What follows belongs to an exercise in optimizing a design on an open flow for small area; a production flow would make more cautious choices.
Function was checked by simulation only, so behaviour that the tests miss may differ from the original.

==> design/flow/design.v <==
module ULA8bit_PRINCIPAL(
    input        CLOCK_50,
    input  [7:0] SW,
    input  [1:0] KEY,
    input  [1:0] Exib,
    output [8:0] LEDR,
    output [6:0] HEX0,
    output [6:0] HEX1,
    output [6:0] HEX2,
    output [6:0] seg_display_operador
);
    reg k0_1, k0_2, k0_3, k1_1, k1_2, k1_3;
    always @(posedge CLOCK_50) begin
        k0_1 <= KEY[0]; k0_2 <= k0_1; k0_3 <= k0_2;
        k1_1 <= KEY[1]; k1_2 <= k1_1; k1_3 <= k1_2;
    end
    wire rst_n = k1_3;
    reg       key_prev;
    reg [1:0] state;
    wire      adv = key_prev & ~k0_3;
    always @(posedge CLOCK_50 or negedge rst_n) begin
        if (!rst_n) begin
            key_prev <= 1'b1;
            state    <= 2'b00;
        end else begin
            key_prev <= k0_3;
            if (adv) begin
                state[0] <= state[0] ^ ~(state[1] & state[0]);
                state[1] <= state[1] ^ state[0];
            end
        end
    end
    reg was11;
    always @(posedge CLOCK_50) was11 <= state[1] & state[0];
    wire load = state[1] & state[0] & ~was11;
    reg [7:0] A, B;
    always @(posedge CLOCK_50) begin
        if (state == 2'b00) A <= SW;
        if (state == 2'b01) B <= SW;
    end
    reg [2:0] op;
    reg [1:0] mode;
    reg [7:0] res;
    reg       loaded, ovf, err;
    always @(posedge CLOCK_50 or negedge rst_n) begin
        if (!rst_n) begin
            op <= 3'b000;
            mode <= 2'b00;
        end else if (state == 2'b10) begin
            op <= SW[7:5];
            mode <= Exib;
        end
    end
    wire       res_nz = |res;
    wire [7:0] a = res_nz ? res : A;
    wire [7:0] b = B;
    reg  [7:0] r;
    wire       ovf_new;
    wire [3:0] al = a[3:0], ah = a[7:4], bl = b[3:0], bh = b[7:4];
    function [4:0] pm(input [3:0] x, input [3:0] y);   
        reg [5:0] t;
        begin
            t = ({2'b0, x} & {6{y[0]}})
              + ({2'b0, x[2:0], 1'b0} & {6{y[1]}})
              + ({2'b0, x[1:0], 2'b0} & {6{y[2]}})
              + ({2'b0, x[0], 3'b0} & {6{y[3]}});
            pm = {(|t[5:4]) | (x[3] & y[1]) | (x[2] & y[2]) | (x[1] & y[3]), t[3:0]};
        end
    endfunction
    wire [4:0] ll = pm(al, bl), hl = pm(ah, bl), lh = pm(al, bh), hh = pm(ah, bh);
    wire mult_ovf = s[8] | ll[4] | hl[4] | lh[4] | hh[4];
    wire       inv  = (op == 3'd1);
    wire       ones = (op == 3'd7);
    wire       mop  = (op == 3'd5);
    wire [7:0] bb   = ones ? 8'hff : (b ^ {8{inv}});
    wire [7:0] xa   = mop ? {lh[3:0], ll[3:0]} : a;
    wire [7:0] xb   = mop ? {hh[3:0], hl[3:0]} : bb;
    wire [8:0] s    = {1'b0, xa} + {1'b0, xb} + {8'd0, inv};
    wire [7:0] p    = a ^ bb;
    wire [7:0] g    = a & b;
    wire [3:0] d = (bl != 4'd0) ? bl : bh;
    reg  [7:0] quo;
    always @* begin
        case (d)
            4'd1: quo = a;
            4'd2: quo = {1'b0, a[7:5], 1'b0, a[3:1]};
            4'd4: quo = {2'b0, a[7:6], 2'b0, a[3:2]};
            4'd8: quo = {3'b0, a[7], 3'b0, a[3]};
            default: quo = 8'd0;
        endcase
    end
    always @* begin
        case (op)
            3'd0, 3'd1, 3'd5: r = s[7:0];
            3'd2: r = p | g;
            3'd3: r = g;
            3'd6: r = quo;
            default: r = p;
        endcase
    end
    assign ovf_new = ((op[2:1] == 2'b00) & s[8]) | ((op == 3'd5) & mult_ovf);
    always @(posedge CLOCK_50 or negedge rst_n) begin
        if (!rst_n) begin
            res <= 8'd0;
            loaded <= 1'b0;
            ovf <= 1'b0;
            err <= 1'b0;
        end else if (load) begin
            res <= r;
            loaded <= 1'b1;
            ovf <= ovf | ovf_new;
            err <= (b == 8'd0);
        end
    end
    assign LEDR[0] = loaded & ~res_nz;
    assign LEDR[1] = ovf;
    assign LEDR[2] = res[7];
    assign LEDR[3] = err;
    assign LEDR[6:4] = 3'b000;
    assign LEDR[8:7] = state;
    function [3:0] st5(input [2:0] r, input bit_in);   
        reg [3:0] v;
        begin
            v = {r, bit_in};
            st5 = (v >= 4'd5) ? {1'b1, v[2:0] - 3'd5} : {1'b0, v[2:0]};
        end
    endfunction
    wire [2:0] q5 = res[7:5];
    wire       t4 = (q5 >= 3'd5);
    wire [2:0] r4 = t4 ? q5 - 3'd5 : q5;
    wire [3:0] s3 = st5(r4, res[4]);
    wire [3:0] s2 = st5(s3[2:0], res[3]);
    wire [3:0] s1 = st5(s2[2:0], res[2]);
    wire [3:0] s0 = st5(s1[2:0], res[1]);
    wire [4:0] t = {t4, s3[3], s2[3], s1[3], s0[3]};
    wire [3:0] u10 = {s0[2:0], res[0]};
    wire [1:0] h10 = (t >= 5'd20) ? 2'd2 : (t >= 5'd10) ? 2'd1 : 2'd0;
    wire [4:0] tt = t - {h10, 3'b0} - {h10, 1'b0};
    wire [3:0] t10 = tt[3:0];
    reg [3:0] dig0, dig1;
    reg [1:0] dig2;
    always @* begin
        case (mode)
            2'b00: begin dig0 = {1'b0, res[2:0]}; dig1 = {1'b0, res[5:3]}; dig2 = res[7:6]; end
            2'b01: begin dig0 = res[3:0]; dig1 = res[7:4]; dig2 = 2'd0; end
            default: begin dig0 = u10; dig1 = t10; dig2 = h10; end
        endcase
    end
    function [6:0] seg7(input [3:0] v);
        case (v)
            4'd0: seg7 = 7'b0000001;
            4'd1: seg7 = 7'b1111001;
            4'd2: seg7 = 7'b0010010;
            4'd3: seg7 = 7'b0000110;
            4'd4: seg7 = 7'b1001100;
            4'd5: seg7 = 7'b0100100;
            4'd6: seg7 = 7'b0100000;
            4'd7: seg7 = 7'b0001111;
            4'd8: seg7 = 7'b0000000;
            4'd9: seg7 = 7'b0001100;
            4'd10: seg7 = 7'b0001000;
            4'd11: seg7 = 7'b1100000;
            4'd12: seg7 = 7'b0110001;
            4'd13: seg7 = 7'b1000010;
            4'd14: seg7 = 7'b0110000;
            default: seg7 = 7'b0111000;
        endcase
    endfunction
    wire blank = mode[1] & mode[0];
    assign HEX0 = blank ? 7'h7f : seg7(dig0);
    assign HEX1 = blank ? 7'h7f : seg7(dig1);
    assign HEX2 = blank ? 7'h7f : seg7({2'b00, dig2});
    reg [6:0] opseg;
    always @* begin
        case (op)
            3'd0: opseg = 7'b0010010;
            3'd1: opseg = 7'b0111111;
            3'd2: opseg = 7'b0100011;
            3'd3: opseg = 7'b0001000;
            3'd4: opseg = 7'b0100010;
            3'd5: opseg = 7'b0001111;
            3'd6: opseg = 7'b0000000;
            default: opseg = 7'b1111001;
        endcase
    end
    assign seg_display_operador = opseg;
endmodule
==> design/flow/flow/run.sh <==
#!/bin/bash
# Layout flow: the standard synthesis, then the combinational logic between the
# registers is re-mapped with ABC (&deepsyn with several seeds, with and without Yosys's
# full-adder extraction, in rounds that restart from the smallest result so far). Registers, their names and cell types
# stay as the standard synthesis made them. Then the standard ORFS flow from floorplan to
# finish, with plain buf_1 buffers on the ports.
set -euo pipefail
W=$PWD
F=$W/flow
R=$W/orfs/results/$FLOW_PLATFORM/ULA8bit_PRINCIPAL/base
LIB=$FLOW_HOME/platforms/$FLOW_PLATFORM/lib/sky130_fd_sc_hd__tt_025C_1v80.lib
ADDERS=$FLOW_HOME/platforms/$FLOW_PLATFORM/cells_adders_hd.v
NJ=${NUM_CORES:-4}

# 1. standard synthesis (netlist only)
bash standard.sh $R/1_2_yosys.v > $W/log_synth.txt 2>&1
cp $R/1_2_yosys.v $W/std_synth.v

# 2. re-map the combinational logic
python3 $F/gen_models.py $LIB > $W/models.v 2> $W/log_models.txt
DU="-dont_use *probe* -dont_use *lpflow* -dont_use *clkdly* -dont_use *dlygate* -dont_use *dlymetal* -dont_use *ebuf* -dont_use *einv* -dont_use *clkinvlp*"
MAPSCRIPT="strash; dch -f; &get -n; &nf -R 1000 -p -C 32 -F 8; &put; topo"
remap() {  # remap KIND SEED INPUT OUTDIR
  local kind=$1 s=$2 in=$3 d=$4
  mkdir -p $d
  if [[ $kind == fa ]]; then
    echo "strash; &get -n; &deepsyn -T 10 -S $s; &put; map" > $d/p1.abc
    echo "$MAPSCRIPT" > $d/p2.abc
    MID="abc -script $d/p1.abc
opt -purge
extract_fa -fa
techmap -map $ADDERS
techmap
opt -purge"
  else
    echo "strash; &get -n; &deepsyn -T 10 -S $s; &put; $MAPSCRIPT" > $d/p2.abc
    MID=""
  fi
  yosys -l $d/log_yosys.txt -p "
read_liberty -lib $LIB
read_verilog -overwrite $W/models.v
read_verilog $in
hierarchy -top $FLOW_TOP
flatten
techmap
opt -purge
$MID
abc -liberty $LIB -script $d/p2.abc $DU
opt_clean -purge
hilomap -singleton -hicell sky130_fd_sc_hd__conb_1 HI -locell sky130_fd_sc_hd__conb_1 LO
insbuf -buf sky130_fd_sc_hd__buf_4 A X
splitnets
opt_clean -purge
write_verilog -noattr -nohex -nodec $d/remapped.v
tee -o $d/stat.txt stat -liberty $LIB
" > /dev/null 2>&1 || true
}
# round 0 starts from the standard netlist with 16 runs; each later round starts from the
# best netlist so far with 8 runs (new seeds); a round's best replaces it only if smaller.
cur=$W/std_synth.v; besta=""; seed=0
for round in 0 1 2 3 4 5 6 7; do
  if (( round == 0 )); then n=8; else n=4; fi
  runs=""
  for k in $(seq 1 $n); do runs="$runs fa_$seed nf_$seed"; seed=$((seed+1)); done
  i=0
  for r in $runs; do
    remap ${r%_*} ${r#*_} $cur $W/remap_r${round}_$r &
    i=$((i+1))
    if (( i % NJ == 0 )); then wait; fi
  done
  wait
  for r in $runs; do
    d=$W/remap_r${round}_$r
    a=$(grep -o "Chip area for module.*: [0-9.]*" $d/stat.txt 2>/dev/null | awk '{print $NF}') || true
    echo "round $round $r area ${a:-failed}" >> $W/log_remap_summary.txt
    if [[ -n "$a" ]] && { [[ -z "$besta" ]] || awk "BEGIN{exit !($a < $besta)}"; }; then
      besta=$a; cp $d/remapped.v $W/remapped.v
    fi
  done
  echo "after round $round best area $besta" >> $W/log_remap_summary.txt
  cur=$W/remapped.v
done
cp $W/remapped.v $R/1_2_yosys.v
touch $R/1_2_yosys.v

# 3. the rest of the standard flow
bash standard.sh "BUFFER_PORTS_ARGS=-buffer_cell sky130_fd_sc_hd__buf_1" finish > $W/log_finish.txt 2>&1
==> design/flow/flow/gen_models.py <==
#!/usr/bin/env python3
# Writes Verilog models of the platform's combinational cells (from the liberty functions),
# so Yosys can read a mapped netlist's logic back into gates. Sequential cells are left out.
import re, sys
lib = open(sys.argv[1]).read()
out = []
pos = 0
cells = [(m.start(), m.group(1)) for m in re.finditer(r'\n\s*cell\s*\(\s*"?([\w]+)"?\s*\)\s*\{', lib)]
cells.append((len(lib), None))
for (s, name), (e, _) in zip(cells, cells[1:]):
    body = lib[s:e]
    if re.search(r'\b(ff|latch|statetable|ff_bank|latch_bank)\s*\(', body):
        continue
    pins = []
    for m in re.finditer(r'\n\s*pin\s*\(\s*"?(\w+)"?\s*\)\s*\{', body):
        # pin body up to next "pin (" or end
        pb = body[m.end():]
        nxt = re.search(r'\n\s*pin\s*\(', pb)
        pb = pb[:nxt.start()] if nxt else pb
        d = re.search(r'direction\s*:\s*"?(\w+)"?', pb)
        f = re.search(r'\bfunction\s*:\s*"([^"]*)"', pb)
        pins.append((m.group(1), d.group(1) if d else None, f.group(1) if f else None))
    outs = [p for p in pins if p[1] == 'output']
    ins = [p for p in pins if p[1] == 'input']
    if not outs or any(p[2] is None for p in outs):
        continue
    if any(p[1] not in ('input', 'output') for p in pins):
        continue
    def conv(f):
        f = f.replace('!', '~').replace('*', '&').replace('+', '|')
        f = re.sub(r'(\w+)\'', r'(~\1)', f)
        # implicit AND (space between operands)
        f = re.sub(r'(\w|\))\s+(?=[\w(~])', r'\1 & ', f)
        if f.strip() == '1': return "1'b1"
        if f.strip() == '0': return "1'b0"
        return f
    ports = [p[0] for p in ins] + [p[0] for p in outs]
    out.append("module %s(%s);" % (name, ", ".join(ports)))
    for p in ins: out.append("  input %s;" % p[0])
    for p in outs: out.append("  output %s;" % p[0])
    for p in outs: out.append("  assign %s = %s;" % (p[0], conv(p[2])))
    out.append("endmodule")
print("\n".join(out))
==> design/flow/standard.sh <==
#!/bin/bash
# synth_recipe.tcl (not shown) runs the flow's synth.tcl, then flattens the netlist and writes it again
# the make line also repeats each setting of config.mk as NAME=value (left out here)
make -C /OpenROAD-flow-scripts/flow DESIGN_CONFIG=/design/flow/config.mk WORK_HOME=/design/flow/orfs CLKGATE_MAP_FILE= SYNTH_SCRIPT=/design/flow/synth_recipe.tcl "${@:-finish}"
==> design/flow/config.mk <==
export PLATFORM = sky130hd
export DESIGN_NAME = ULA8bit_PRINCIPAL
export DESIGN_NICKNAME = ULA8bit_PRINCIPAL
export VERILOG_FILES = /design/flow/design.v
export SDC_FILE = /design/flow/constraint.sdc
export NUM_CORES = 4
export LEC_CHECK = 0
export ABC_AREA = 1
export CAP_MARGIN = 20
export CORE_MARGIN = 2
export CORE_UTILIZATION = 40
export CTS_BUF_LIST = sky130_fd_sc_hd__clkbuf_8
export SLEW_MARGIN = 20
==> design/flow/constraint.sdc <==
create_clock -name core_clock -period 12.0 [get_ports {CLOCK_50}]
set_input_delay 2.4000 -clock core_clock [delete_from_list [all_inputs] [get_ports {CLOCK_50}]]
set_output_delay 2.4000 -clock core_clock [all_outputs]
set_load 0.01 [all_outputs]
==> out/summary.md, run 1 <==
The flow ran to the end and the layout has no timing, DRC or antenna violations. The fraction of layout cells with a size suffix above 1 is 0.0257. After clock tree synthesis, the flow added hold-fix buffers numbering 0. TritonCTS built the clock tree. The die span in y is 98.5 µm. The worst setup skew after layout is 4.86 ps.

The floorplan step defined a die boundary enclosing 0.00971 mm². The library cell used most frequently in the layout, excluding fill and tap cells, is sky130_fd_sc_hd__nand2_1. Global router's overall resource usage: 0.210. The endpoint identified for the worst register-to-register timing path is res[7]. The minimum setup slack in the final design came out at 4320 ps. Hold is met by 317 ps. The growth of design area from synthesis to finish was 10.6%; the number of global-route vias before repair was 3360. The tools report the origin of the critical flop-to-flop path as res[3].

The logs give 0 for the total count of max-transition violations in the final report and 606 for the number of cells after detailed placement. The worst hold path terminates at key_prev.

The slew at the pin with the worst max-slew slack was 981 ps; the final non-filler cell total was 614. The achievable clock frequency is 0.130 GHz. The min-delay analysis places its worst path in the category flop to flop. Setup violations remaining at the end of the flow were counted as 0. The number of sinks handled by clock tree synthesis was 42. The mean post-synth cell area was 7.80 µm². The worst setup path is of the flop to output pin kind.

After detailed placement, the total cell area comes to 0.00383 mm². Along the worst hold path, the cell count comes to 0. The buffer depth of the longest clock path is 2, and the post-detailed-route wirelength per cell is 16.4 µm. For the routability congestion estimate, the log shows 0.943. The buffering stage count on the worst path with inverters included was 2.

At the later pin of the worst-skew pair, clock insertion delay measures 310 ps. The detailed router placed 3685 vias in this run. In this run the number of H-tree levels came out at 2. Setup repair after global routing left no endpoint under its margin. After synthesis the cells add up to 0.00357 mm².

The run gives 10100 µm as the sum of routed wire length over all layers. The shortest clock period the worst path allows after layout is 7680 ps. After legalization and detailed placement, the total HPWL measured 7450 µm. The logs give 5280 ps for the arrival time at the worst endpoint and 0.00868 mm² for the placeable core region. The tools report the CTS root buffer as sky130_fd_sc_hd__clkbuf_8. The initial antenna violation count was 0. The number of buffers added for setup after CTS is 0, and the sum of negative setup slack is 0 ps. During placement, the flow inserted port buffers numbering 46. The tools report the startpoint kind of the worst setup timing path as a flop. STA classifies the critical path endpoint as an output pin.

Clock-pin slew was measured on the worst setup and hold paths at 90 ps. The number of routed nets with antenna violations is 0. Max-cap check violation count: 0. The cell type with the highest occurrence count on the critical path is sky130_fd_sc_hd__nor2_1. 50 I/O pins were placed. The logs give 0 for the number of cells upsized or downsized after cts and 911 for the number of filler instances in the final layout.

The post-detailed-route DRC marker count came out at 0. After the first detailed-routing iteration, the DRC count stood at 307. At the end of the flow, the number of nets in the layout was 522. The placement row count was 34; the number of antenna cells inserted was 0. The headroom to the max-slew limit came out at 0.344.

The worst hold path begins at k0_3. The width of the die is 98.5 µm. The number of search-and-repair iterations in the first detailed-routing pass was 5. In this design, the stage delay of the slowest critical-path cell is 610 ps.

The largest individual stage delay along the critical path comes from the cell sky130_fd_sc_hd__dfrtp_1. The top cell types in the final layout, fill and taps aside, are 63 x sky130_fd_sc_hd__nand2_1, 46 x sky130_fd_sc_hd__buf_1, 44 x sky130_fd_sc_hd__nor2_1, 44 x sky130_fd_sc_hd__a21oi_1, 39 x sky130_fd_sc_hd__o21ai_0. Global routing finished with a remaining overflow of 0. The final hold violation count is 0.

The run gives 0.412 as the starting utilization of the core area. The minimum setup slack among reg-to-reg paths is 6550 ps. The largest net degree at the start of global routing was 26. In this run the worst path has a maximum fanout of 13. The first-pass GRT wire length was 16800 µm.

Prior to clock tree synthesis, the placed netlist has a worst setup slack of 4710 ps. Synthesis handed over a netlist of 458 instances. Dividing the detail-routed via count by the number of cells gives 6.00. At the worst endpoint, the required time is 9600 ps. The run gives 5 as the number of CTS-inserted buffers. The logs give 1 for the Yosys warning count and 0.00395 mm² for the cell area after layout. Counting cells, the worst reg-to-reg path comes to 19. The cell family with the largest share of critical-path delay is simple AND/OR/NAND/NOR gates. The share of the clock period used by the worst path after layout came out at 0.640.
[layout make-up]
cell class                 instances  area [µm²]  share of cell area
sequential                        42        1100               0.278
multi-input combinational        399        2380               0.601
timing repair buffer              49         195              0.0494
clock inverter                     3        48.8              0.0123
inverter                           8        30.0             0.00760
clock buffer                       5        68.8              0.0174
tap                              108         135              0.0342
[layer usage]
layer	track usage	vias to the layer above	part of all wire
met3	0.0326	18	0.072
met4	0.0453	0	0.015
met1	0.304	1748	0.46
met5	0	-	0
met2	0.334	152	0.45
li1	-	1767	-
[state kept, by name, summed over array words and instances (netlist names)]
name      cells
k0_2          1
res           8
B             8
k1_3          1
op            3
A             8
k1_1          1
key_prev      1
k0_1          1
loaded        1
ovf           1
mode          2
k1_2          1
k0_3          1
was11         1
err           1
state         2
[worst reg2reg max path, cell delays in order (launching register included)]
cell                       delay (ps)
sky130_fd_sc_hd__dfrtp_1          530
sky130_fd_sc_hd__or3_1            400
sky130_fd_sc_hd__nor4_2           210
sky130_fd_sc_hd__buf_4            250
sky130_fd_sc_hd__a21o_1           410
sky130_fd_sc_hd__clkinv_1         190
sky130_fd_sc_hd__a21oi_1          300
sky130_fd_sc_hd__nor2_1            70
sky130_fd_sc_hd__nor2_1           110
sky130_fd_sc_hd__a21oi_1           70
sky130_fd_sc_hd__maj3_1           400
sky130_fd_sc_hd__fa_1             460
sky130_fd_sc_hd__fa_1             410
sky130_fd_sc_hd__nor2_1           150
sky130_fd_sc_hd__a21oi_1           80
sky130_fd_sc_hd__nor2b_1          160
sky130_fd_sc_hd__a31oi_1           70
sky130_fd_sc_hd__fa_1             420
sky130_fd_sc_hd__fa_1             530
sky130_fd_sc_hd__o22ai_1           90
[how the worst max path moves through the flow]
stage                 from  endpoint  slack, ps  cells past startpoint
floorplan           res[7]   HEX1[6]       5270                     25
global placement    res[7]   HEX1[6]       4890                     26
detailed placement  res[7]   HEX1[6]       4710                     26
CTS                 res[7]   HEX1[6]       4340                     26
global route        res[7]   HEX0[2]       3740                     25
finish              res[7]   HEX1[6]       4320                     26
[per-stage QoR]
stage / utilization
detailed placement: 0.442
finish: 0.455
floorplan: -
CTS: 0.455
global route: 0.455
global placement: 0.442
==> inputs of run 2 (changes only) <==
--- a/design/flow/flow/run.sh
+++ b/design/flow/flow/run.sh
@@ -59,5 +59,5 @@
 # best netlist so far with 8 runs (new seeds); a round's best replaces it only if smaller.
 cur=$W/std_synth.v; besta=""; seed=0
-for round in 0 1 2 3 4 5 6 7; do
+for round in $(seq 0 7); do
   if (( round == 0 )); then n=8; else n=4; fi
   runs=""
@@ -85,3 +85,6 @@
 
 # 3. the rest of the standard flow
-bash standard.sh "BUFFER_PORTS_ARGS=-buffer_cell sky130_fd_sc_hd__buf_1" finish > $W/log_finish.txt 2>&1
+CTS_BUF=sky130_fd_sc_hd__clkbuf_8
+bash standard.sh "BUFFER_PORTS_ARGS=-buffer_cell sky130_fd_sc_hd__buf_1" \
+  "CTS_ARGS=-sink_clustering_enable -repair_clock_nets -buf_list $CTS_BUF -dont_use_dummy_load" \
+  finish > $W/log_finish.txt 2>&1
--- a/design/flow/config.mk
+++ b/design/flow/config.mk
@@ -11,3 +11,4 @@
 export CORE_UTILIZATION = 40
 export CTS_BUF_LIST = sky130_fd_sc_hd__clkbuf_8
+export GPL_TIMING_DRIVEN = 0
 export SLEW_MARGIN = 20
==> run 2 against run 1 <==
Still clean. Clock skew rose by 16 ps. Die area unchanged. Clock-buffer cell count is the same. Critical path depth stayed put. Utilization rose by 0.19 points. Flip-flop and latch count unchanged. Sequential share of layout area decreased by 0.11 points. Non-clock buffer count rose by 9.
==> out/summary.md, run 2 <==
The flow ran to the end and the layout has no timing, DRC or antenna violations. The die span in y is 98.5 µm (unchanged), and the headroom to the max-slew limit is 0.260 (-0.0833). The cell count of the worst reg-to-reg path is 19 (unchanged), and the number of global-route vias before repair is 3276 (-2.5%).

Leaving out fill and tap cells, the most frequent cell in the layout is sky130_fd_sc_hd__nand2_1. The logs give 342 (+11%) for the DRC marker count from the first detailed-route iteration and 0.00868 mm² (unchanged) for the placeable core region. From synthesis to final layout, the design area changed by 11.1%. The tree is rooted in a sky130_fd_sc_hd__clkbuf_8. STA classifies the critical path endpoint as an output pin. The total count of max-transition violations in the final report is 0 (unchanged). For the number of CTS-inserted buffers, the log shows 5 (unchanged). Worst hold path class: flop to flop. For the die area, the log shows 0.00971 mm² (unchanged).

Critical path class: flop to output pin. The utilization after layout was 0.457 (+0.00187). The cell area after technology mapping came out at 0.00357 mm² (unchanged). The startpoint kind of the worst setup timing path was a flop. The placement row count was 34 (unchanged); the worst setup skew after layout was 20.9 ps (+16.0 ps). The first-pass GRT wire length is 16500 µm (-1.8%).

Fraction of layout cells with a size suffix above 1: 0.0371 (+0.0114). Origin of the critical flop-to-flop path: res[4]. The total I/O pin count came out at 50 (unchanged).

The library cells used most frequently in the layout, excluding fill and tap cells, are 63 x sky130_fd_sc_hd__nand2_1, 46 x sky130_fd_sc_hd__buf_1, 44 x sky130_fd_sc_hd__nor2_1, 44 x sky130_fd_sc_hd__a21oi_1, 39 x sky130_fd_sc_hd__o21ai_0. The logs give 7310 µm (-2.0%) for the detailed placer's ending HPWL and 0 (unchanged) for the max-cap check violation count. The tools report the global router's overall resource usage as 0.206 (-0.00415). The layout net count is 531 (+1.7%). The routed via count divided by cell count is 5.90 (-1.6%), and the achievable clock frequency is 0.130 GHz (about the same). Setup repair after global routing left no endpoint under its margin. The number of routed nets with antenna violations is 0 (unchanged), and the final hold violation count is 0 (unchanged).

The clock transition time at the flip-flop clock pins of the worst setup and hold paths works out to 90 ps (about the same). The tools report the insertion delay to the later sink of the worst-skew pair as 300 ps (about the same). The tools report the minimum setup slack among reg-to-reg paths as 6020 ps (-530 ps). The largest fanout of any net on the critical path was 13 (unchanged).

In this run the critical register-to-register path is captured at res[7]. The initial antenna violation count is 0 (unchanged). The largest registers in the layout are A: 8 flops, B: 8 flops, res: 8 flops.

The mean post-synth cell area came out at 7.80 µm² (unchanged). The sum of negative setup slack is 0 ps (unchanged), and the Yosys warning count is 1 (unchanged). For the buffer depth of the longest clock path, the log shows 2 (unchanged).

TritonCTS built the clock tree. The number of cells upsized or downsized after cts is 0 (unchanged). The setup-violating endpoint count in the final report is 0 (unchanged), and the starting utilization of the core area is 0.412 (unchanged).

Following the worst setup path forward leads to its endpoint at HEX1[6]. The leftover overflow at the end of global routing came out at 0 (unchanged). Detailed-route via count: 3661 (-0.65%). Post-detailed-route DRC marker count: 0 (unchanged). The share of the clock period used by the worst path after layout came out at 0.641 (about the same). The run gives 5290 ps (about the same) as the arrival time at the worst endpoint.

The tools report the gate count of the mapped netlist as 458 (unchanged). The routability congestion estimate is 0.942 (-0.13%). The most critical setup path has its startpoint at res[7]. The post-detailed-route wirelength per cell works out to 16.2 µm (-1.3%). The shortest clock period the worst path allows after layout came out at 7690 ps (+7.08 ps). The sum of routed wire length over all layers came out at 10000 µm (-0.36%). Width of the die: 98.5 µm (unchanged). The required time at the endpoint of the critical path is 9600 ps (about the same), and the number of search-and-repair iterations in the first detailed-routing pass is 5 (unchanged). The logs give 909 (-0.22%) for the number of filler instances in the final layout and 0 (unchanged) for the number of buffers added to fix hold violations after cts.

The largest net degree at the start of global routing is 27 (+3.8%). The slew at the pin with the worst max-slew slack came out at 1100 ps (+119 ps). The number of buffers added for setup after CTS is 0 (unchanged). The number of antenna cells inserted was 0 (unchanged); the number of sinks handled by clock tree synthesis was 42 (unchanged).

The number of input and output port buffers inserted is 46 (unchanged). For the H-tree depth, the log shows 2 (unchanged).
-- run 2: critical path: stages (launching register included) --
cell and delay (ps):
sky130_fd_sc_hd__dfrtp_1 630, sky130_fd_sc_hd__nand2b_1 150, sky130_fd_sc_hd__xnor2_1 190, sky130_fd_sc_hd__nor2b_1 290, sky130_fd_sc_hd__nor2_1 70, sky130_fd_sc_hd__a21oi_1 150
sky130_fd_sc_hd__nor2_1 80, sky130_fd_sc_hd__o21a_1 260, sky130_fd_sc_hd__xnor2_1 230, sky130_fd_sc_hd__nor2_1 70, sky130_fd_sc_hd__or2_0 210, sky130_fd_sc_hd__and2_0 260
sky130_fd_sc_hd__o21ai_0 200, sky130_fd_sc_hd__o31ai_1 90, sky130_fd_sc_hd__nand2_1 90, sky130_fd_sc_hd__nor2_1 50, sky130_fd_sc_hd__nor2_1 220, sky130_fd_sc_hd__clkinv_1 100
sky130_fd_sc_hd__a221oi_1 540, sky130_fd_sc_hd__nand2b_1 210, sky130_fd_sc_hd__nand2b_1 80, sky130_fd_sc_hd__nand2_1 120, sky130_fd_sc_hd__mux2i_1 110, sky130_fd_sc_hd__a21oi_1 190
sky130_fd_sc_hd__o21ai_0 130, sky130_fd_sc_hd__o21bai_1 130, sky130_fd_sc_hd__buf_1 160
-- run 2: routing by layer --
layer  share of wire  track usage
met5               0            0
met1            0.48        0.313
met2            0.44        0.317
met4           0.014       0.0411
met3           0.071       0.0262
-- run 2: stage by stage --
step | worst slack (ps) | area, µm² | hold WS, ps | instances
6_report | 4310 | 3970 | 323 | 620
4_1_cts | 4290 | 3970 | 321 | 620
3_3_place_gp | 4730 | 3890 | 307 | 614
3_5_place_dp | 4630 | 3900 | 308 | 615
5_1_grt | 3590 | 3970 | 329 | 620
2_1_floorplan | 5270 | 3580 | 237 | 460
-- run 2: worst min path at each step --
stage,from,endpoint,cells after the start
floorplan,k1_3,err,0
finish,k0_3,key_prev,0
detailed placement,k0_3,key_prev,0
global placement,k0_3,key_prev,0
global route,k0_3,key_prev,0
CTS,k0_3,key_prev,0
-- run 2: area by class of cell --
class / count / area [µm²] / share of cell area
Buffer: 11 / 82.6 / 0.0208
Clock buffer: 5 / 68.8 / 0.0173
Tap cell: 108 / 135 / 0.0340
Sequential cell: 42 / 1100 / 0.276
Multi-Input combinational cell: 399 / 2380 / 0.599
Timing Repair Buffer: 47 / 178 / 0.0448
Inverter: 8 / 30.0 / 0.00757
==> inputs of run 3 (changes only) <==
--- a/design/flow/flow/run.sh
+++ b/design/flow/flow/run.sh
@@ -85,5 +85,5 @@
 
 # 3. the rest of the standard flow
-CTS_BUF=sky130_fd_sc_hd__clkbuf_8
+CTS_BUF="sky130_fd_sc_hd__clkbuf_16 -sink_clustering_size 50 -sink_clustering_max_diameter 1000"
 bash standard.sh "BUFFER_PORTS_ARGS=-buffer_cell sky130_fd_sc_hd__buf_1" \
   "CTS_ARGS=-sink_clustering_enable -repair_clock_nets -buf_list $CTS_BUF -dont_use_dummy_load" \
==> run 3 against run 2 <==
Critical path depth did not move. Global-route usage rose by 0.15 points. Worst setup slack improved by 7.3 ps. Flip-flop and latch count did not move. Largest cell class unchanged. Final area rose by 1.4%. Via count rose by 0.87%. Still clean. Wire length rose by 0.17%.
==> out/summary.md, run 3 <==
The insertion delay to the later sink of the worst-skew pair is 280 ps (-20 ps). The total I/O pin count came out at 50 (unchanged). The top cell types in the final layout, fill and taps aside, are 63 x sky130_fd_sc_hd__nand2_1, 46 x sky130_fd_sc_hd__buf_1, 44 x sky130_fd_sc_hd__nor2_1, 44 x sky130_fd_sc_hd__a21oi_1, 39 x sky130_fd_sc_hd__o21ai_0.

The gate count of the mapped netlist is 458 (unchanged), and the mean post-synth cell area is 7.80 µm² (unchanged). The tools report the detailed-route via count as 3693 (+0.87%). The routed via count divided by cell count was 5.96 (+0.87%). The DRC marker count from the first detailed-route iteration came out at 377 (+10%).

The initial antenna violation count was 0 (unchanged). The worst setup path is captured at an output pin. For the total count of max-transition violations in the final report, the log shows 0 (unchanged). The tools report the setup-violating endpoint count in the final report as 0 (unchanged). The post-detailed-route wirelength per cell is 16.2 µm (+0.17%). For the placement row count, the log shows 34 (unchanged). The number of sinks handled by clock tree synthesis is 42 (unchanged).

The leftover overflow at the end of global routing is 0 (unchanged). The slew at the pin with the worst max-slew slack came out at 1090 ps (-13.5 ps). The min-delay analysis places its worst path in the category flop to flop. Worst setup slack after placement: 4630 ps (unchanged). The number of routed nets with antenna violations is 0 (unchanged), and the H-tree depth is 2 (unchanged).

The starting utilization of the core area was 0.412 (unchanged); the global router's overall resource usage was 0.207 (+0.00149). Number of CTS-inserted buffers: 5 (unchanged). The routability congestion estimate is 0.942 (unchanged). Die span in y: 98.5 µm (unchanged). The tools report the buffer depth of the longest clock path as 2 (unchanged).

The number of buffers added to fix hold violations after cts is 0 (unchanged), and the clock transition time at the flip-flop clock pins of the worst setup and hold paths is 60 ps (-30 ps). The tools report the number of search-and-repair iterations in the first detailed-routing pass as 5 (unchanged). The largest net degree at the start of global routing came out at 27 (unchanged).

The tools report the cell area after technology mapping as 0.00357 mm² (unchanged). The library cell used most frequently in the layout, excluding fill and tap cells, is sky130_fd_sc_hd__nand2_1.

The sum of routed wire length over all layers is 10000 µm (+0.17%). The post-detailed-route DRC marker count is 0 (unchanged). TritonCTS built the clock tree. The growth of design area from synthesis to finish is 12.6%, and the share of the clock period used by the worst path after layout is 0.640 (about the same). The die area was 0.00971 mm² (unchanged); the number of global-route vias before repair was 3296 (+0.61%). The placeable core region was 0.00868 mm² (unchanged). The run gives 0.269 (+0.00905) as the headroom to the max-slew limit. The number of cells upsized or downsized after cts is 0 (unchanged). The largest fanout of any net on the critical path works out to 13 (unchanged). The run finished with no timing, DRC or antenna violations. The tools report the layout net count as 531 (unchanged). Setup repair after global routing left no endpoint under its margin. Number of input and output port buffers inserted: 46 (unchanged). The fraction of layout cells with a size suffix above 1 was 0.0371 (unchanged); the minimum setup slack in the final design was 4320 ps (+7.27 ps).

The achievable clock frequency was 0.130 GHz (about the same). The number of antenna cells inserted is 0 (unchanged). The run gives 0 ps (unchanged) as the sum of negative setup slack.

The root buffer cell chosen for the clock tree is sky130_fd_sc_hd__clkbuf_16. The shortest clock period the worst path allows after layout was 7680 ps (-7.27 ps); the width of the die was 98.5 µm (unchanged). The logs give 1 (unchanged) for the Yosys warning count and 5280 ps (about the same) for the arrival time at the worst endpoint.

The number of buffers added for setup after CTS is 0 (unchanged). The required time at the endpoint of the critical path was 9600 ps (about the same). The max-cap check violation count is 0 (unchanged).

The worst setup skew after layout was 13.2 ps (-7.68 ps). The critical path class was flop to output pin. For the final hold violation count, the log shows 0 (unchanged).

The largest registers in the layout are A: 8 flops, B: 8 flops, res: 8 flops. The first-pass GRT wire length is 16600 µm (+0.59%). STA classifies the critical path startpoint as a flop.

The detailed placer's ending HPWL was 7310 µm (unchanged).
run 3: through the flow:
step	instance area, µm²	hold WS, ps	instances	util
after floorplan	3580	237	460	-
after global placement	3890	307	614	0.448
after detailed placement	3900	308	615	0.449
after CTS	4030	317	620	0.464
after global routing	4030	325	620	0.464
final	4030	319	620	0.464
run 3: layout make-up:
type / count / area [µm²]
inverters: 8 / 30.0
fillers: 896 / 4650
repair buffers: 47 / 178
clock buffers: 5 / 125
plain buffers: 11 / 82.6
multi-input cells: 399 / 2380
well taps: 108 / 135
flip-flops and latches: 42 / 1100
run 3: layer usage:
| metal | global-route usage | up-vias | part of all wire |
|---|---|---|---|
| met5 | 0 | - | 0 |
| met4 | 0.0390 | 0 | 0.011 |
| met3 | 0.0298 | 13 | 0.082 |
| met2 | 0.320 | 174 | 0.44 |
| met1 | 0.313 | 1706 | 0.47 |
| li1 | - | 1800 | - |
run 3: worst paths after layout:
kind / startpoint / depth (start not counted) / endpoint / slack, ps
worst max register to register: res[4] / 19 / res[7] / 6040
worst min register to register: k0_3 / 0 / key_prev / 320
max in group asynchronous: k1_3 / 0 / res[7] / 11100
worst min-delay path: k0_3 / 0 / key_prev / 320
min in group asynchronous: k1_3 / 0 / state[1] / 340
worst max-delay path: res[7] / 26 / HEX1[6] / 4320
run 3: critical path, stage by stage (launching register included):
cell and delay [ps]:
sky130_fd_sc_hd__dfrtp_1 620, sky130_fd_sc_hd__nand2b_1 150, sky130_fd_sc_hd__xnor2_1 190, sky130_fd_sc_hd__nor2b_1 280, sky130_fd_sc_hd__nor2_1 70, sky130_fd_sc_hd__a21oi_1 150, sky130_fd_sc_hd__nor2_1 80, sky130_fd_sc_hd__o21a_1 260
sky130_fd_sc_hd__xnor2_1 230, sky130_fd_sc_hd__nor2_1 70, sky130_fd_sc_hd__or2_0 210, sky130_fd_sc_hd__and2_0 260, sky130_fd_sc_hd__o21ai_0 200, sky130_fd_sc_hd__o31ai_1 90, sky130_fd_sc_hd__nand2_1 90, sky130_fd_sc_hd__nor2_1 50
sky130_fd_sc_hd__nor2_1 210, sky130_fd_sc_hd__clkinv_1 100, sky130_fd_sc_hd__a221oi_1 540, sky130_fd_sc_hd__nand2b_1 210, sky130_fd_sc_hd__nand2b_1 80, sky130_fd_sc_hd__nand2_1 120, sky130_fd_sc_hd__mux2i_1 110, sky130_fd_sc_hd__a21oi_1 190
sky130_fd_sc_hd__o21ai_0 130, sky130_fd_sc_hd__o21bai_1 130, sky130_fd_sc_hd__buf_1 160
==> inputs of run 4 (changes only) <==
--- a/design/flow/flow/run.sh
+++ b/design/flow/flow/run.sh
@@ -85,6 +85,6 @@
 
 # 3. the rest of the standard flow
-CTS_BUF="sky130_fd_sc_hd__clkbuf_16 -sink_clustering_size 50 -sink_clustering_max_diameter 1000"
-bash standard.sh "BUFFER_PORTS_ARGS=-buffer_cell sky130_fd_sc_hd__buf_1" \
+CTS_BUF=sky130_fd_sc_hd__clkbuf_8
+bash standard.sh "BUFFER_PORTS_ARGS=-buffer_cell sky130_fd_sc_hd__buf_1" REMOVE_ABC_BUFFERS=1 \
   "CTS_ARGS=-sink_clustering_enable -repair_clock_nets -buf_list $CTS_BUF -dont_use_dummy_load" \
   finish > $W/log_finish.txt 2>&1
==> run 4 against run 3 <==
Still clean. Wire length grew 3.1%. Worst setup slack worse by 150 ps. Area after synthesis unchanged. Register-to-register slack better by 240 ps. First-iteration DRC count decreased by 18%. Global-route usage increased by 0.97 points. Clock skew is 2.8 ps higher. Synthesized cell count unchanged. Hold slack lost 5.2 ps. Final cell count is 1.8% lower.
==> out/summary.md, run 4 <==
The worst hold path class is flop to flop. The number of global-route vias before repair is 3313 (+0.52%), and the H-tree depth is 2 (unchanged). The share of the clock period used by the worst path after layout is 0.653 (+0.0127), and the number of buffers added to fix hold violations after cts is 0 (unchanged). The die area is 0.00971 mm² (unchanged), and the fraction of layout cells with a size suffix above 1 is 0.0160 (-0.0211). For the number of search-and-repair iterations in the first detailed-routing pass, the log shows 5 (unchanged). The Yosys warning count is 1 (unchanged). The tools report the detailed-route via count as 3633 (-1.6%).

The clock transition time at the flip-flop clock pins of the worst setup and hold paths is 70 ps (about the same). The max-cap check violation count is 0 (unchanged). The tools report the leftover overflow at the end of global routing as 0 (unchanged). STA classifies the critical path startpoint as a flop. Sum of negative setup slack: 0 ps (unchanged).

Number of sinks handled by clock tree synthesis: 42 (unchanged). TritonCTS built the clock tree. The flow ran to the end and the layout has no timing, DRC or antenna violations. The routed via count divided by cell count came out at 5.97 (+0.15%). For the placement row count, the log shows 34 (unchanged).

The global router's overall resource usage is 0.217 (+0.00967). For the buffer depth of the longest clock path, the log shows 2 (unchanged). For the cell area after technology mapping, the log shows 0.00357 mm² (unchanged). The endpoint kind of the worst setup timing path is an output pin. The run gives 520 (-2.1%) as the layout net count. The run gives 0 (unchanged) as the number of buffers added for setup after CTS. The number of stages on the worst hold path is 0 (unchanged).

The worst hold path begins at k0_3. The run gives 0 (unchanged) as the number of antenna cells inserted. The mean post-synth cell area came out at 7.80 µm² (unchanged). The width of the die came out at 98.5 µm (unchanged). The beginning of the critical path is res[7]. For the number of cells upsized or downsized after cts, the log shows 0 (unchanged).

The number of input and output port buffers inserted was 46 (unchanged). The placeable core region is 0.00868 mm² (unchanged), and the post-detailed-route wirelength per cell is 17.0 µm (+5.0%). The cell count of the worst reg-to-reg path works out to 20 (+1). The required time at the endpoint of the critical path is 9600 ps (about the same), and the starting utilization of the core area is 0.412 (unchanged).

The total count of max-transition violations in the final report was 0 (unchanged). Slew at the pin with the worst max-slew slack: 961 ps (-125 ps). Largest fanout of any net on the critical path: 13 (unchanged).

The headroom to the max-slew limit came out at 0.357 (+0.0873). Post-detailed-route DRC marker count: 0 (unchanged). The DRC marker count from the first detailed-route iteration is 308 (-18%), and the initial antenna violation count is 0 (unchanged). The tools report the number of routed nets with antenna violations as 0 (unchanged).

Gate count of the mapped netlist: 458 (unchanged). In this run the clock root is driven by a sky130_fd_sc_hd__clkbuf_8. The final worst hold slack was 314 ps (-5.21 ps).

Compared with the post-synthesis result, the final layout area differs by 8.75%. For the arrival time at the worst endpoint, the log shows 5430 ps (+150 ps). Setup repair after global routing left no endpoint under its margin. In this run the critical register-to-register path is launched from res[4]. In the final layout, the registers with the most flip-flops are A: 8 flops, B: 8 flops, res: 8 flops. The worst setup skew after layout is 16.0 ps (+2.78 ps). In the layout the commonest cells are 63 x sky130_fd_sc_hd__nand2_1, 46 x sky130_fd_sc_hd__buf_1, 44 x sky130_fd_sc_hd__nor2_1, 44 x sky130_fd_sc_hd__a21oi_1, 39 x sky130_fd_sc_hd__o21ai_0.

The final hold violation count was 0 (unchanged); the largest net degree at the start of global routing was 27 (unchanged). The detailed placer's ending HPWL is 7540 µm (+3.2%).

The shortest clock period the worst path allows after layout works out to 7830 ps (+152 ps). The number of CTS-inserted buffers came out at 5 (unchanged). The logs give 6280 ps (+240 ps) for the minimum setup slack among reg-to-reg paths and 0 (unchanged) for the setup-violating endpoint count in the final report. The first-pass GRT wire length was 17100 µm (+3.2%). The insertion delay to the later sink of the worst-skew pair was 290 ps (about the same). The total I/O pin count is 50 (unchanged).

The run gives 0.128 GHz (-1.9%) as the achievable clock frequency. The run gives 10300 µm (+3.1%) as the sum of routed wire length over all layers. The die span in y is 98.5 µm (unchanged). The library cell used most frequently in the layout, excluding fill and tap cells, is sky130_fd_sc_hd__nand2_1. The worst setup path is of the flop to output pin kind. Routability congestion estimate: 0.964 (+2.4%).
==> run 4: path summary, 6_finish.rpt <==
| check | endpoint |
|---|---|
| setup / recovery | HEX1[6] |
| hold / removal | key_prev |
| setup reg to reg | ovf |
| hold reg to reg | key_prev |
| max in group asynchronous | err |
| min in group asynchronous | ovf |
==> run 4: through the flow <==
step / utilization / setup WS (ps) / instances / instance area [µm²]
2_1_floorplan: - / 5220 / 449 / 3500
3_3_place_gp: 0.439 / 4690 / 603 / 3810
3_5_place_dp: 0.440 / 4560 / 604 / 3820
4_1_cts: 0.448 / 4230 / 609 / 3890
5_1_grt: 0.448 / 3490 / 609 / 3890
6_report: 0.448 / 4170 / 609 / 3890
==> run 4: final cells by class <==
| cell class | count | area, µm² |
|---|---|---|
| fill | 912 | 4790 |
| multi-input combinational | 399 | 2380 |
| sequential | 42 | 1100 |
| timing repair buffer | 47 | 178 |
| tap | 108 | 135 |
| clock buffer | 5 | 68.8 |
| inverter | 8 | 30.0 |
==> run 4: routing by layer <==
layer  GRT usage  up-vias  wire length, µm
li1            -     1767                -
met1       0.314     1699             4730
met2       0.334      153             4660
met3      0.0454       14              812
met4      0.0516        0              148
met5           0        -                0
==> run 4: critical path, cell delays in order, from the launching register on <==
cell,delay (ps)
sky130_fd_sc_hd__dfrtp_1,640
sky130_fd_sc_hd__nand2b_1,160
sky130_fd_sc_hd__xnor2_1,190
sky130_fd_sc_hd__nor2b_1,310
sky130_fd_sc_hd__nor2_1,70
sky130_fd_sc_hd__a21oi_1,160
sky130_fd_sc_hd__nor2_1,80
sky130_fd_sc_hd__o21a_1,260
sky130_fd_sc_hd__xnor2_1,230
sky130_fd_sc_hd__nor2_1,70
sky130_fd_sc_hd__or2_0,210
sky130_fd_sc_hd__and2_0,250
sky130_fd_sc_hd__o21ai_0,200
sky130_fd_sc_hd__o31ai_1,90
sky130_fd_sc_hd__nand2_1,100
sky130_fd_sc_hd__nor2_1,40
sky130_fd_sc_hd__nor2_1,210
sky130_fd_sc_hd__clkinv_1,100
sky130_fd_sc_hd__a221oi_1,600
sky130_fd_sc_hd__nand2b_1,220
sky130_fd_sc_hd__nand2b_1,90
sky130_fd_sc_hd__nand2_1,110
sky130_fd_sc_hd__mux2i_1,110
sky130_fd_sc_hd__a21oi_1,200
sky130_fd_sc_hd__o21ai_0,130
sky130_fd_sc_hd__o21bai_1,130
sky130_fd_sc_hd__buf_1,160
==> inputs of run 5 (changes only) <==
--- a/design/flow/flow/run.sh
+++ b/design/flow/flow/run.sh
@@ -85,6 +85,6 @@
 
 # 3. the rest of the standard flow
-CTS_BUF=sky130_fd_sc_hd__clkbuf_8
+CTS_BUF="sky130_fd_sc_hd__clkbuf_4 sky130_fd_sc_hd__clkbuf_8"
 bash standard.sh "BUFFER_PORTS_ARGS=-buffer_cell sky130_fd_sc_hd__buf_1" REMOVE_ABC_BUFFERS=1 \
-  "CTS_ARGS=-sink_clustering_enable -repair_clock_nets -buf_list $CTS_BUF -dont_use_dummy_load" \
+  "CTS_ARGS=-sink_clustering_enable -repair_clock_nets -buf_list {$CTS_BUF} -dont_use_dummy_load" \
   finish > $W/log_finish.txt 2>&1
==> run 5 against run 4 <==
Still clean on timing, DRC and antenna. First-iteration DRC count is the same. Register-to-register slack about the same. Area after synthesis stayed put. Critical path type unchanged. Critical endpoint unchanged. Largest cell class unchanged.
==> out/summary.md, run 5 <==
For the insertion delay to the later sink of the worst-skew pair, the log shows 290 ps (about the same). The initial antenna violation count is 0 (unchanged), and the worst setup skew after layout is 16.0 ps (unchanged). For the routability congestion estimate, the log shows 0.964 (unchanged). The cell that appears most often on the critical path is sky130_fd_sc_hd__nor2_1.

The min-delay analysis places its worst path in the category flop to flop. The placement row count is 34 (unchanged). The die area is 0.00971 mm² (unchanged), and the total count of max-transition violations in the final report is 0 (unchanged). The logs give 0.00868 mm² (unchanged) for the placeable core region and 3633 (unchanged) for the detailed-route via count. Setup repair after global routing left no endpoint under its margin. The global router's overall resource usage was 0.217 (unchanged).

Clock transition time at the flip-flop clock pins of the worst setup and hold paths: 70 ps (about the same). TritonCTS built the clock tree.

Cell family with the largest share of critical-path delay: simple AND/OR/NAND/NOR gates. The run finished with no timing, DRC or antenna violations. The largest registers in the layout are A: 8 flops, B: 8 flops, res: 8 flops. The tools report the number of antenna cells inserted as 0 (unchanged).

The number of input and output port buffers inserted is 46 (unchanged), and the sum of negative setup slack is 0 ps (unchanged). The tools report the cell area after technology mapping as 0.00357 mm² (unchanged). The total I/O pin count is 50 (unchanged). Number of CTS-inserted buffers: 5 (unchanged). The mean post-synth cell area was 7.80 µm² (unchanged). The tools report the number of buffers added for setup after CTS as 0 (unchanged). The run gives 0 (unchanged) as the post-detailed-route DRC marker count. The origin of the critical flop-to-flop path was res[4]. The number of global-route vias before repair was 3313 (unchanged); the sum of routed wire length over all layers was 10300 µm (unchanged). The fraction of layout cells with a size suffix above 1 was 0.0160 (unchanged); the Yosys warning count was 1 (unchanged). The shortest clock period the worst path allows after layout works out to 7830 ps (unchanged). Starting utilization of the core area: 0.412 (unchanged). The commonest non-fill, non-tap cell in the layout is sky130_fd_sc_hd__nand2_1. The slowest stage of the critical path is the sky130_fd_sc_hd__dfrtp_1 cell.

Largest net degree at the start of global routing: 27 (unchanged). Number of search-and-repair iterations in the first detailed-routing pass: 5 (unchanged). Global-route met1 utilization: 0.314 (unchanged). The maximum single-stage delay on the critical path was 640 ps (about the same); the final hold violation count was 0 (unchanged). The final non-filler cell total was 609 (unchanged); the DRC marker count from the first detailed-route iteration was 308 (unchanged). The number of cells upsized or downsized after cts is 0 (unchanged), and the width of the die is 98.5 µm (unchanged). The critical path starts at res[7].

The number of cells after detailed placement is 604 (unchanged). The die span in y works out to 98.5 µm (unchanged). The tools report the worst hold path startpoint as k0_3. The met3 track demand over resource in global routing was 0.0454 (unchanged). The first-pass GRT wire length was 17100 µm (unchanged).

The growth of design area from synthesis to finish is 8.75% (unchanged), and the utilization after layout is 0.448 (unchanged). In the layout the commonest cells are 63 x sky130_fd_sc_hd__nand2_1, 46 x sky130_fd_sc_hd__buf_1, 44 x sky130_fd_sc_hd__nor2_1, 44 x sky130_fd_sc_hd__a21oi_1, 39 x sky130_fd_sc_hd__o21ai_0. The number of sinks handled by clock tree synthesis is 42 (unchanged), and the global routing met2 resource utilization is 0.334 (unchanged). The arrival time at the worst endpoint is 5430 ps (about the same), and the post-detailed-route wirelength per cell is 17.0 µm (unchanged). STA classifies the critical path endpoint as an output pin.

The CTS root buffer is sky130_fd_sc_hd__clkbuf_8. The buffer depth of the longest clock path came out at 2 (unchanged). The largest fanout of any net on the critical path is 13 (unchanged), and the share of the clock period used by the worst path after layout is 0.653 (unchanged). Detailed placer's ending HPWL: 7540 µm (unchanged). The setup-violating endpoint count in the final report is 0 (unchanged). The minimum setup slack among reg-to-reg paths came out at 6280 ps (about the same).

The run gives 0 (unchanged) as the max-cap check violation count. The run gives 520 (unchanged) as the layout net count. Buffering stage count on the worst path with inverters included: 2 (unchanged).

Routed via count divided by cell count: 5.97 (unchanged). Startpoint kind of the worst setup timing path: a flop. The run gives 0 (unchanged) as the leftover overflow at the end of global routing.

Most crowded layer after global routing: met2. The achievable clock frequency came out at 0.128 GHz (unchanged). The required time at the endpoint of the critical path was 9600 ps (about the same). The H-tree depth is 2 (unchanged), and the slew at the pin with the worst max-slew slack is 961 ps (unchanged).

The worst setup path is of the flop to output pin kind. The gate count of the mapped netlist came out at 458 (unchanged). The headroom to the max-slew limit is 0.357 (unchanged), and the number of buffers added to fix hold violations after cts is 0 (unchanged). For the number of routed nets with antenna violations, the log shows 0 (unchanged).
-- run 5: path summary, 6_finish.rpt --
kind | to | cells after the start
max in group asynchronous | err | 0
max reg2reg | ovf | 20
min in group asynchronous | ovf | 0
max | HEX1[6] | 26
min | key_prev | 0
min reg2reg | key_prev | 0
-- run 5: per-layer routing --
layer | part of all wire | up-vias | routed length [µm]
met5 | 0 | - | 0
met4 | 0.014 | 0 | 148
met3 | 0.078 | 14 | 812
met2 | 0.45 | 153 | 4660
met1 | 0.46 | 1699 | 4730
li1 | - | 1767 | -
-- run 5: layout make-up --
type	count	area, µm²
clock buffer	5	68.8
multi-input combinational	399	2380
sequential	42	1100
fill	912	4790
inverter	8	30.0
timing repair buffer	47	178
tap	108	135
-- run 5: stage by stage --
stage | setup slack (ps) | hold WS (ps) | cell area (µm²)
6_report | 4170 | 314 | 3890
5_1_grt | 3490 | 338 | 3890
4_1_cts | 4230 | 317 | 3890
3_5_place_dp | 4560 | 311 | 3820
3_3_place_gp | 4690 | 303 | 3810
2_1_floorplan | 5220 | 237 | 3500
-- run 5: worst register-to-register path, cell delays in order, from the launching register on --
cell,delay [ps]
sky130_fd_sc_hd__dfrtp_1,510
sky130_fd_sc_hd__or3_1,440
sky130_fd_sc_hd__nor4_2,380
sky130_fd_sc_hd__buf_2,290
sky130_fd_sc_hd__a21o_1,430
sky130_fd_sc_hd__clkinv_1,210
sky130_fd_sc_hd__a21oi_1,310
sky130_fd_sc_hd__nor2_1,70
sky130_fd_sc_hd__nor2_1,100
sky130_fd_sc_hd__a21oi_1,70
sky130_fd_sc_hd__maj3_1,410
sky130_fd_sc_hd__fa_1,450
sky130_fd_sc_hd__fa_1,410
sky130_fd_sc_hd__nor2_1,150
sky130_fd_sc_hd__a21oi_1,80
sky130_fd_sc_hd__nor2b_1,210
sky130_fd_sc_hd__a31oi_1,90
sky130_fd_sc_hd__fa_1,390
sky130_fd_sc_hd__fa_1,360
sky130_fd_sc_hd__a21oi_1,170
sky130_fd_sc_hd__or2_0,140
==> inputs of run 6 (changes only) <==
--- a/design/flow/flow/run.sh
+++ b/design/flow/flow/run.sh
@@ -85,6 +85,6 @@
 
 # 3. the rest of the standard flow
-CTS_BUF="sky130_fd_sc_hd__clkbuf_4 sky130_fd_sc_hd__clkbuf_8"
+CTS_BUF=sky130_fd_sc_hd__clkbuf_8
 bash standard.sh "BUFFER_PORTS_ARGS=-buffer_cell sky130_fd_sc_hd__buf_1" REMOVE_ABC_BUFFERS=1 \
-  "CTS_ARGS=-sink_clustering_enable -repair_clock_nets -buf_list {$CTS_BUF} -dont_use_dummy_load" \
+  "CTS_ARGS=-sink_clustering_enable -repair_clock_nets -buf_list $CTS_BUF -root_buf sky130_fd_sc_hd__clkbuf_4 -sink_clustering_size 21 -sink_clustering_max_diameter 300 -dont_use_dummy_load" \
   finish > $W/log_finish.txt 2>&1
==> run 6 against run 5 <==
Utilization shrank 0.36 points. Wire length barely moved. Die area stayed put. Sequential share of layout area increased by 0.23 points. Worst setup slack worse by 61 ps. Via count is 0.47% higher. Final area decreased by 0.80%. Area after synthesis stayed put. Non-clock buffer count did not move. Critical path depth stayed put.
==> out/summary.md, run 6 <==
Routed via count divided by cell count: 5.99 (+0.47%). The run gives 0.964 (unchanged) as the routability congestion estimate. The H-tree depth is 2 (unchanged), and the number of search-and-repair iterations in the first detailed-routing pass is 5 (unchanged). Leaving out fill and tap cells, the most frequent cell in the layout is sky130_fd_sc_hd__nand2_1.

Counting stages on the worst path, the most repeated cell is sky130_fd_sc_hd__nor2_1. The DRC marker count from the first detailed-route iteration is 344 (+12%), and the detailed-route via count is 3650 (+0.47%). The width of the die is 98.5 µm (unchanged), and the slew at the pin with the worst max-slew slack is 948 ps (-13.7 ps). For this design, the slowest cell found on the critical path is sky130_fd_sc_hd__dfrtp_1. The tools report the number of buffers added for setup after CTS as 0 (unchanged). The run gives 7540 µm (unchanged) as the detailed placer's ending HPWL. The final worst hold slack was 300 ps (-13.6 ps); the global router's overall resource usage was 0.217 (-0.000447). The mean post-synth cell area was 7.80 µm² (unchanged). The max-cap check violation count was 0 (unchanged); the minimum setup slack among reg-to-reg paths was 6300 ps (+20 ps).

Clock transition time at the flip-flop clock pins of the worst setup and hold paths: 120 ps (+50 ps). The Yosys warning count is 1 (unchanged), and the initial antenna violation count is 0 (unchanged). The largest fanout of any net on the critical path was 13 (unchanged); the maximum single-stage delay on the critical path was 660 ps (+20 ps). Cell area after technology mapping: 0.00357 mm² (unchanged).

Setup repair after global routing left no endpoint under its margin. The achievable clock frequency is 0.127 GHz (-0.78%), and the utilization after layout is 0.444 (-0.00361). The leftover overflow at the end of global routing came out at 0 (unchanged).

The critical path in this run is classified as flop to output pin. The run gives 0.00868 mm² (unchanged) as the placeable core region. The tools report the buffer depth of the longest clock path as 2 (unchanged). The headroom to the max-slew limit came out at 0.366 (+0.00916). The arrival time at the worst endpoint came out at 5500 ps (+70 ps). In this run the critical register-to-register path is launched from res[4]. Cell count of the worst reg-to-reg path: 20 (unchanged). TritonCTS built the clock tree. The sum of routed wire length over all layers was 10400 µm (about the same); the insertion delay to the later sink of the worst-skew pair was 360 ps (+70 ps).

The largest registers in the layout are A: 8 flops, B: 8 flops, res: 8 flops. The gate count of the mapped netlist was 458 (unchanged). The fraction of layout cells with a size suffix above 1 is 0.0160 (unchanged). The tools report the number of global-route vias before repair as 3326 (+0.39%). The run gives 0.00971 mm² (unchanged) as the die area.

The critical path starts at res[7]. The run gives 34 (unchanged) as the placement row count. The die span in y is 98.5 µm (unchanged). For the required time at the endpoint of the critical path, the log shows 9600 ps (about the same). The run gives 42 (unchanged) as the number of sinks handled by clock tree synthesis.

The worst hold path class is flop to async pin. The worst setup path is captured at an output pin. The share of the clock period used by the worst path after layout came out at 0.658 (+0.00511). The layout net count was 520 (unchanged).

The total count of max-transition violations in the final report was 0 (unchanged); the starting utilization of the core area was 0.412 (unchanged). The worst setup path is launched from a flop. The number of CTS-inserted buffers is 5 (unchanged), and the shortest clock period the worst path allows after layout is 7900 ps (+61.3 ps).

The first-pass GRT wire length came out at 17100 µm (about the same). The post-detailed-route wirelength per cell is 17.0 µm (about the same), and the growth of design area from synthesis to finish is 7.88%. The flow ran to the end and the layout has no timing, DRC or antenna violations.

Total I/O pin count: 50 (unchanged). For the largest net degree at the start of global routing, the log shows 27 (unchanged). The run gives 0 (unchanged) as the final hold violation count. The library cells used most frequently in the layout, excluding fill and tap cells, are 63 x sky130_fd_sc_hd__nand2_1, 46 x sky130_fd_sc_hd__buf_1, 44 x sky130_fd_sc_hd__nor2_1, 44 x sky130_fd_sc_hd__a21oi_1, 39 x sky130_fd_sc_hd__o21ai_0.

The run gives 0 ps (unchanged) as the sum of negative setup slack. For the final non-filler cell total, the log shows 609 (unchanged). Number of input and output port buffers inserted: 46 (unchanged). The logs give 0 (unchanged) for the setup-violating endpoint count in the final report and 0 (unchanged) for the number of buffers added to fix hold violations after cts. For the number of cells upsized or downsized after cts, the log shows 0 (unchanged).

Clock tree synthesis selected as its root buffer the cell sky130_fd_sc_hd__clkbuf_4. Number of cells after detailed placement: 604 (unchanged). The post-detailed-route DRC marker count is 0 (unchanged). The run gives 0 (unchanged) as the number of routed nets with antenna violations. The worst setup skew after layout is 24.8 ps (+8.78 ps). The number of antenna cells inserted came out at 0 (unchanged).
## run 6: area by class of cell
| cell class | instances | area (µm²) |
|---|---|---|
| multi-input cells | 399 | 2380 |
| fillers | 916 | 4820 |
| clock buffers | 5 | 37.5 |
| flip-flops and latches | 42 | 1100 |
| repair buffers | 47 | 178 |
| inverters | 8 | 30.0 |
| well taps | 108 | 135 |
## run 6: path summary, 6_finish.rpt
kind                       endpoint
setup reg to reg                ovf
min in group core_clock    key_prev
max in group asynchronous       err
hold reg to reg                 ovf
setup / recovery            HEX1[6]
hold / removal                  ovf
## run 6: metrics by stage
step | setup WS (ps) | instance area [µm²]
floorplan | 5220 | 3500
global placement | 4690 | 3810
detailed placement | 4560 | 3820
CTS | 4160 | 3850
global route | 3410 | 3850
finish | 4100 | 3850
## run 6: critical path: cells and delay by family, from the launching register on
| kind | cells | cell delay, ps |
|---|---|---|
| simple gates | 13 | 1940 |
| compound gates | 8 | 1760 |
| flops | 1 | 660 |
| xor+xnor | 2 | 430 |
| buf+inv | 2 | 260 |
| mux | 1 | 110 |
## run 6: per-layer routing
metal  global-route usage  up-vias  part of all wire
met3               0.0475       18             0.083
met4               0.0464        0             0.012
li1                     -     1765                 -
met2                0.332      164              0.45
met5               0.0154        -                 0
met1                0.314     1703              0.45

==> port drivers added, routing unchanged <==
The results above use ideal ports. As a check the final layouts listed here were re-extracted and re-timed, cells and wires unchanged.
Step 1 (the two cells are an assumption about what drives the block):
set clk [get_ports {CLOCK_50}]
set_driving_cell -lib_cell sky130_fd_sc_hd__clkbuf_16 $clk
set_driving_cell -lib_cell sky130_fd_sc_hd__buf_2 [delete_from_list [all_inputs] $clk]
Step 2 adds t to the input delays and takes it off the output delays; t is the mean of the earliest and latest rising clock arrival at the registers after step 1. Input paths then give back, and output paths get back, about the clock's delay inside the block.
Three values: no drivers, after step 1, after step 2; two values: the first two.
| run | shift t [ns] | slack for setup (ns) | worst setup path after step 2 | worst data-port slew with drivers (ns) |
|---|---|---|---|---|
| run 1 | 0.337 | 4.318 / 4.288 / 4.624 | register to output | 0.03 |
| run 2 | 0.311 | 4.311 / 4.285 / 4.596 | register to output | 0.03 |
| run 3 | 0.304 | 4.318 / 4.288 / 4.593 | register to output | 0.03 |
| run 4 | 0.315 | 4.166 / 4.133 / 4.448 | register to output | 0.03 |
| run 5 | 0.315 | 4.166 / 4.133 / 4.448 | register to output | 0.03 |
| run 6 | 0.368 | 4.105 / 4.080 / 4.449 | register to output | 0.03 |
After both steps every run listed still meets setup and hold.
